Background: an optimization exercise with open tools, aiming at small area, a short achievable clock period and few clock cycles per item. Do not read the settings as production practice.
In this exercise RTL edits were held to simulation tests only and were not proved equivalent to the original.

Setup of lane 2:
Design lwc, start of the top module:
module lwc (
  input  wire        clk,
  input  wire        rst,
  input  wire [31:0] pdi_data,
  input  wire        pdi_valid,
  output wire        pdi_ready,
  input  wire [31:0] sdi_data,
  input  wire        sdi_valid,
  output wire        sdi_ready,
  output wire [31:0] do_data,
  output wire        do_last,
  output wire        do_valid,
  input  wire        do_ready
);
Size: about 54000 um2 of cells after synthesis.
Settings: LEC_CHECK=0, CAP_MARGIN=20, CORE_MARGIN=2, CORE_UTILIZATION=50, PLACE_DENSITY=0.7, SETUP_SLACK_MARGIN=3.0, SLEW_MARGIN=20; clock period 6.0 ns.
run.sh (not shown) runs the stock make flow with config.mk's settings and CLKGATE_MAP_FILE= SYNTH_SCRIPT=/design/flow/synth_recipe.tcl, a recipe that flattens the netlist after the stock synthesis.
Lane 2 completed; timing, DRC and antenna clean
Testbench counts of lane 2, summed over its fixed seeds: cycles 19,275, bytes 20,910.
diff inputs: lane 2 => lane 5
Settings: SETUP_SLACK_MARGIN changed from 3.0 to 3.3.
==> comparison <==
Lane 5 | stages: all done | timing, DRC, antenna: all pass. Compared with lane 2, lane 5 shows a higher worst path buffer plus inverter count. Lane 2 and lane 5 ended up with nearly the same cell total after placement. Re adder-cell share of the synthesized area: no difference whatsoever between lane 2 and lane 5. Overall routed net length (lane 5 vs. lane 2) increases by a few percent. Worst setup path endpoint: st[211] -> lane 2, fpart[0] -> lane 5.

## nickel
Another version of the RTL of lwc (not shown whole).
Size: about 720 flip-flops, roughly 110 I/O pins, ~0.053 mm^2 of cells after synthesis.
make LEC_CHECK=0 CAP_MARGIN=20 CORE_MARGIN=2 CORE_UTILIZATION=50 CTS_CLUSTER_DIAMETER=90 CTS_CLUSTER_SIZE=20 PLACE_DENSITY=0.7 SETUP_SLACK_MARGIN=3.0 SLEW_MARGIN=20 finish   # period 6.0 ns
Testbench counts of nickel, summed over its fixed seeds: cycles 19,275, bytes 20,910.
#### Input delta (harbor over nickel)
- CTS_BUF_LIST newly set to sky130_fd_sc_hd__clkbuf_4 sky130_fd_sc_hd__clkbuf_8
- CTS_CLUSTER_SIZE removed (was 20)
- CTS_CLUSTER_DIAMETER removed (was 90)
Results
Timing, DRC, antenna: 0 failures across harbor and nickel. harbor vs nickel: final area up in harbor.
diff inputs: harbor => cedar
- changing SLEW_MARGIN from 20 to 60
- removing CTS_BUF_LIST (formerly sky130_fd_sc_hd__clkbuf_4 sky130_fd_sc_hd__clkbuf_8)
Findings:
Final instance count without filler cells across harbor and cedar: no real change. Count of nets after finishing, harbor and cedar: smaller value in harbor. Comparing harbor and cedar, the lower global routing usage on met3 was measured on cedar. cedar vs. harbor: layout-stage area growth over the synthesis result went up by 4.6 points. Comparing overall routing resource usage for harbor and cedar, the smaller number came from cedar.
> inputs changed (cedar -> violet)
- SLEW_MARGIN: 60 -> 20
Results
Delta (violet minus cedar): data arrival time of the worst path has decreased, cell count down about 1.4%, top fanout value on the critical path increased 16, combined area of the multi-input logic cells fell by about 2.7%, post-route cell area now sits lower.

Another version of the RTL of lwc (not shown whole).
Size in the first run: roughly 5700 cells after synthesis, ~110 I/O pins, roughly 54000 sq um of cells after synthesis.
==> flow/design.v (excerpt) <==
module lwc (
  input  wire        clk,
  input  wire        rst,
  input  wire [31:0] pdi_data,
  input  wire        pdi_valid,
  output wire        pdi_ready,
  input  wire [31:0] sdi_data,
  input  wire        sdi_valid,
  output wire        sdi_ready,
  output wire [31:0] do_data,
  output wire        do_last,
  output wire        do_valid,
  input  wire        do_ready
);
Settings: LEC_CHECK=0, CAP_MARGIN=20, CORE_MARGIN=2, CORE_UTILIZATION=45, CTS_CLUSTER_DIAMETER=90, CTS_CLUSTER_SIZE=20, PLACE_DENSITY=0.65, SETUP_SLACK_MARGIN=3.0, SLEW_MARGIN=20; clock period 6.0 ns.
The first run produced a clean layout.
Testbench counts at the start, summed over its fixed seeds: cycles 19,275, bytes 20,910.
Change:
- CORE_UTILIZATION: 45 -> 50
- PLACE_DENSITY: 0.65 -> 0.7
Outcome: The changed run went through all stages and came out clean; core utilization goes up by 5.8 points; sequential share of layout area barely changes; die area shrinks by 9.9%; wire length hardly moves; count of clock-buffer cells in the layout drops by 3; worst hold slack loses 0.0054 ns.
Change:
- SETUP_SLACK_MARGIN: 3.0 -> 2.8
Cell area goes down by 3.7%.
Setup slack degrades by 0.38 ns.
Wire length goes down by 4.7%.
Clock-buffer cell count goes up by 4.
Via count stays flat.
Global-route usage goes down by 2.2 points.
Cell count goes down by 0.74%.
Change:
- SETUP_SLACK_MARGIN: 2.8 -> 3.1
The changed run completed with no timing, DRC or antenna violations.
Global-route usage goes up by 1.2 points.
Critical path depth grows by 1.
Fmax grows by roughly a tenth.
Setup slack improved by 0.35 ns.
Clock-buffer cell count goes up by 1.

separate check: timing with driven ports:
The results above use ideal ports. As a check the final layouts listed here were re-extracted and re-timed, cells and wires unchanged.
Step 1 (the two cells are an assumption about what drives the block):
set clk [get_ports {clk}]
set_driving_cell -lib_cell sky130_fd_sc_hd__clkbuf_16 $clk
set_driving_cell -lib_cell sky130_fd_sc_hd__buf_2 [delete_from_list [all_inputs] $clk]
Step 2 adds t to the input delays and takes it off the output delays; t is the mean of the earliest and latest rising clock arrival at the registers after step 1. Input paths then give back, and output paths get back, about the clock's delay inside the block.
a / b / c = ideal ports / drivers / drivers and shift; a / b = the first two.
| run | shift t [ns] | setup WS [ns] | worst setup path after step 2 |
|---|---|---|---|
| lane 2 | 0.790 | 2.800 / 2.800 / 2.115 | input to register |
| lane 5 | 0.786 | 2.930 / 2.930 / 2.436 | input to register |
| nickel | 0.765 | 2.820 / 2.820 / 2.222 | input to register |
| harbor | 0.959 | 2.763 / 2.763 / 2.132 | input to register |
| cedar | 0.796 | 2.877 / 2.877 / 2.204 | input to register |
| violet | 0.772 | 2.841 / 2.841 / 2.248 | input to register |
| the first run of note 3 | 0.780 | 2.812 / 2.812 / 2.351 | input to register |
| the second run of note 3 | 0.802 | 2.917 / 2.917 / 2.182 | input to register |
| the third run of note 3 | 0.810 | 2.535 / 2.535 / 2.175 | input to register |
| the fourth run of note 3 | 0.799 | 2.884 / 2.884 / 2.460 | input to register |
After both steps setup and hold are still met in every run listed. For the second run of note 3, which loses most, drivers alone change the setup slack by 0.000 ns; drivers and shift together by -0.735 ns.
